What follows belongs to an exercise in optimizing a design on an open flow for small area; a production flow would make more cautious choices. In this exercise RTL edits were held to simulation tests only and were not proved equivalent to the original.

===== design/flow/constraint.sdc =====
create_clock -name core_clock -period 10.0 [get_ports {clk}]
set_input_delay 2.0000 -clock core_clock [delete_from_list [all_inputs] [get_ports {clk}]]
set_output_delay 2.0000 -clock core_clock [all_outputs]
set_load 0.01 [all_outputs]

===== design/flow/config.mk =====
export PLATFORM = sky130hd
export DESIGN_NAME = matched_filter_despreader_sync
export DESIGN_NICKNAME = matched_filter_despreader_sync
export VERILOG_FILES = /design/flow/design.v
export SDC_FILE = /design/flow/constraint.sdc
export NUM_CORES = 4
export LEC_CHECK = 0
export CAP_MARGIN = 20
export CORE_MARGIN = 2
export CORE_UTILIZATION = 40
export SLEW_MARGIN = 20

===== design/flow/design.v =====
module matched_filter_despreader_sync (sample_i, sample_q, input_sample_valid,clk,reset,
										despread_sample_i, despread_sample_q, despread_sample_valid);
input [15:0] sample_i,sample_q;
input input_sample_valid,clk,reset;
output [31:0] despread_sample_i,despread_sample_q;
output despread_sample_valid;
reg signed [31:0] correlator_i  [0:19];
reg signed [31:0] correlator_q  [0:19];
reg despread_sample_valid_d;
integer index_array;
function signed [15:0] BarkerCode_array (input integer idx);
	case (idx)
	19: BarkerCode_array = 128;
	18: BarkerCode_array = -5;
	17: BarkerCode_array = -138;
	16: BarkerCode_array = -30;
	15: BarkerCode_array = 204;
	14: BarkerCode_array = 218;
	13: BarkerCode_array =  -8;
	12: BarkerCode_array = -140;
	11: BarkerCode_array = -25;
	10: BarkerCode_array = 121;
	9: BarkerCode_array = 139;
	8: BarkerCode_array = 129;
	7: BarkerCode_array = 155;
	6: BarkerCode_array = 99;
	5: BarkerCode_array = -57;
	4: BarkerCode_array = -157;
	3: BarkerCode_array = -141;
	2: BarkerCode_array = -120;
	1: BarkerCode_array = -130;
	default: BarkerCode_array = -87;
	endcase
endfunction
always@(posedge clk or posedge reset)
if (reset) begin
	despread_sample_valid_d <= 1'b0;
	for (index_array=0;index_array<=19;index_array=index_array+1) begin
		correlator_i[index_array] <= 32'd0;
		correlator_q[index_array] <= 32'd0;
	end
	end
else begin
		despread_sample_valid_d <= input_sample_valid;
		if (input_sample_valid) begin
			correlator_i[19] <= $signed(sample_i)*BarkerCode_array(19);
	        correlator_q[19] <=  $signed(sample_q)*BarkerCode_array(19);
	    for (index_array=18;index_array>=0;index_array=index_array-1) begin
                correlator_i[index_array] <=  correlator_i[index_array+1] + $signed(sample_i)*BarkerCode_array(index_array);
			    correlator_q[index_array] <=  correlator_q[index_array+1] + $signed(sample_q)*BarkerCode_array(index_array);
	    end
    end
end
assign 	despread_sample_i = correlator_i[0];
assign	despread_sample_q = correlator_q[0];
assign  despread_sample_valid = despread_sample_valid_d;
endmodule

===== design/flow/run.sh =====
#!/bin/bash
# synth_recipe.tcl (not shown) runs the flow's synth.tcl, then flattens the netlist and writes it again
# the make line also repeats each setting of config.mk as NAME=value (left out here)
make -C /OpenROAD-flow-scripts/flow DESIGN_CONFIG=/design/flow/config.mk WORK_HOME=/design/flow/orfs CLKGATE_MAP_FILE= SYNTH_SCRIPT=/design/flow/synth_recipe.tcl finish

==> summary.txt <==
STA
  • Setup repair after global routing missed its margin: no
  • Fmax achieved: 108 MHz
  • Tightest slew margin relative to the limit: 18.1%
  • Min setup slack post-route: 0.754 ns
  • Worst slew pin tran: 1.23 ns
  • Max-slew violations: 0
  • Hold Vio Cnt, Final: 0
  • Share of the cycle needed by the critical path after routing: 92.5%
  • Max Clock Skew: 0.0972 ns
  • Final worst path period need: 9.25 ns
  • Post-route setup TNS: 0 ns
  • Number of setup violations in the final report: 0

Die
  • Number of rows created at floorplan: 231
  • Overall die height: 633 um
  • IO Count: 100
  • Die extent in x: 633 um
  • Area of the die: 401000 sq um
  • Placeable core region: 395000 sq um
  • Effective utilization at floorplan: 40.1%

Logic synthesis
  • Dominant cell type by area after synthesis: ha_1
  • Number of storage elements in the synthesis netlist: 1231
  • Top_reg_cell synth: dfrtp_1
  • Count of mapped cells out of synthesis: 16100
  • Area share of the largest cell type after synthesis: 20.4%
  • Most instantiated library cell after synthesis: inv_1
  • Syn_nets: 20200
  • Average cell area after synthesis: 9.84 sq um
  • Main area contributors after synthesis: ha_1 (20%), dfrtp_1 (19%), fa_1 (19%), mux2_2 (6.4%), inv_1 (6.4%)
  • EDFF count, synth: 0
  • Cell types with the highest counts after synthesis: inv_1 (2686), ha_1 (2578), fa_1 (1504)
  • Seq/Total Area, Yosys: 19.4%
  • Summed instance area of the synthesized netlist: 158000 sq um
  • Post-synth ARST share: 100%
  • Number of library cell types mapped by synthesis: 109
  • Count of synthesis-stage warnings from yosys: 3

Route
  • Final routed DRC violation total: 0
  • Detailed Routing Iterations Pass 1: 9
  • Total vias in the final route: 118000
  • Routed wire per std cell: 23.5 um
  • Routed met3 length: 29.5 mm
  • Routed WL: 515 mm
  • Met2 wirelength from detailed routing: 232 mm
  • Vias per Instance: 5.38
  • DRT iter0 DRCs: 8257
  • Wire length the detailed router placed on met1: 229 mm
  • Highest Signal Layer: met5
  • ANT nets after route: 0

Global route
  • Global-route wire length before repair: 778 mm
  • Initial antenna violation count: 18
  • Overall Global Routing Usage: 25.9%
  • Pin count of the biggest net entering global routing: 166
  • Vias in the first global route: 121000
  • Total overflow reported by the global router: 0

Final layout
  • Count of fill cells added during filler insertion: 38200
  • Multi-input gate area in the final layout: 117000 sq um
  • Number of nets in the layout: 20600
  • Fraction of layout instances using a drive strength above 1: 10.5%
  • Final core area utilization: 44.1%
  • Synth-to-Final Area Change: 9.93%
  • Area used by sequential logic in the layout: 30800 sq um

Clocking
  • Root cell of the clock tree: clkbuf_16
  • PostCTS Resize Cnt: 0
  • Maximum clock path buffer count: 4
  • Clock sink count: 1231
  • Clk slew on worst S/H paths: 0.06 ns
  • Clock tree from TritonCTS: built
  • Number of buffers inserted during clock tree synthesis: 178
  • Clock insertion delay at the later pin of the skew report: 0.97 ns
  • H-tree depth: 4
  • Buffer count from post-CTS setup fixing: 0
  • Number of buffers added to fix hold violations after cts: 0

Run
  • Max capacitance violation total: 0

Placement
  • Final HPWL from detailed placement: 423 mm
  • GP Congestion: 0.980
  • Buffers on Ports: 99
  • Placement Setup Slack: -0.0519 ns

Worst setup path
  • WS Path Type: in -> reg
  • Capturing element type of the critical path: flip-flop
  • Delay of the slowest critical-path stage: 0.63 ns
  • Slowest stage cell, crit path: clkdlybuf4s50_1
  • Data arrival, critical path: 10.02 ns
  • Delay-heaviest family, CP: compound AO/OA/AOI/OAI gates
  • Startpoint kind of the worst setup timing path: input port
  • CP Max Fanout: 6
  • Buffers and inverters on the worst path: 4
  • Most used cell along the critical path: a21oi_1
  • Worst path required time: 10.77 ns

Hold path
  • Classification of the worst-slack hold path: reg -> reg

Outcome
  • Run status: timing/DRC/antenna clean
==> per-layer routing <==
layer	vias to the layer above	GRT usage, %
met5	-	0
met2	2965	41.7
met4	4	10.2
met3	796	3.91
met1	58700	34.8
li1	55400	-
==> sequential cells by signal, indices dropped and copies added (netlist names) <==
register and count:
correlator_q 615, correlator_i 615, despread_sample_valid_d 1
==> placed cells by master (no fill, tap or decap), drive strengths merged, types with 458 or more instances in the layout <==
cell type | Yosys | routed
o21ai | 570 | 570
fa | 1504 | 1504
xnor2 | 1034 | 1034
a21oi | 1012 | 1012
ha | 2578 | 2578
mux2 | 899 | 899
nand2 | 650 | 650
inv | 2687 | 2695
nor2 | 714 | 714
dfrtp | 1231 | 1231
a21o | 458 | 458
==> final timing paths <==
kind | to | slack [ns] | cells past startpoint | start
max | correlator_q[1][28] | 0.75 | 32 | sample_q[2]
min | correlator_i[9][14] | 0.48 | 1 | correlator_i[9][14]
max reg2reg | correlator_q[0][30] | 3.67 | 23 | correlator_q[1][4]
min reg2reg | correlator_i[9][14] | 0.48 | 1 | correlator_i[9][14]
max in group asynchronous | correlator_i[0][23] | 6.44 | 4 | reset
min in group asynchronous | correlator_q[15][25] | 1.55 | 2 | reset
==> through the flow <==
stage | std cells | hold WS (ns) | area (sq um)
2_1_floorplan | 16100 | 0.450 | 158000
3_3_place_gp | 21600 | 0.465 | 168000
3_5_place_dp | 21600 | 0.470 | 168000
4_1_cts | 21900 | 0.484 | 174000
5_1_grt | 21900 | 0.501 | 174000
6_report | 21900 | 0.481 | 174000
==> layout make-up <==
cell class | instances | share of cell area [%]
clock inverters | 75 | 0.513
inverters | 2687 | 5.80
repair buffers | 467 | 2.23
multi-input cells | 12000 | 67.0
flip-flops and latches | 1231 | 17.7
well taps | 5242 | 3.77
clock buffers | 246 | 2.99
diodes | 6 | 0.00862
==> kinds of logic (layout without fill, tap and decap cells) <==
kind of cell               Yosys count  after routing  synth area share [%]
AOI/OAI and AO/OA                 3135           3135                  12.9
xor gates and xnor gates          1328           1328                  7.35
adders and majority gates         4082           4082                  39.4
buffers and inverters             2912           3475                  6.91
DFF                               1231           1231                  19.4
muxes                              949            949                  6.71
other                                0              6                     0
and+or+nand+nor                   2457           2457                  7.32

==> static timing again, ports no longer ideal <==
How much do the figures lean on ideal ports? The routed layout below was timed once more, with nothing changed but the port constraints.
Step 1 sets driving cells, clkbuf_16 on the clock port and buf_2 on the other inputs (assumed; they add their load-dependent delay and slew).
Step 2 adds t to the input delays and takes it off the output delays; t is the mean of the earliest and latest rising clock arrival at the registers after step 1. Input paths then give back, and output paths get back, about the clock's delay inside the block.
Three values: ideal, step 1, step 2; two values: the first two.
t (ns): 1.028
slack for setup (ns): 0.754 / 0.836 / -0.192
hold WS [ns]: 0.481 / 0.481 / 0.481
worst setup path after step 2: input to register
worst data-port slew with drivers (ns): 0.18
Met with ideal ports but missed after step 2: setup timing in this run. The setup slack of this run moves by +0.082 ns with the drivers and by -0.946 ns with both steps.
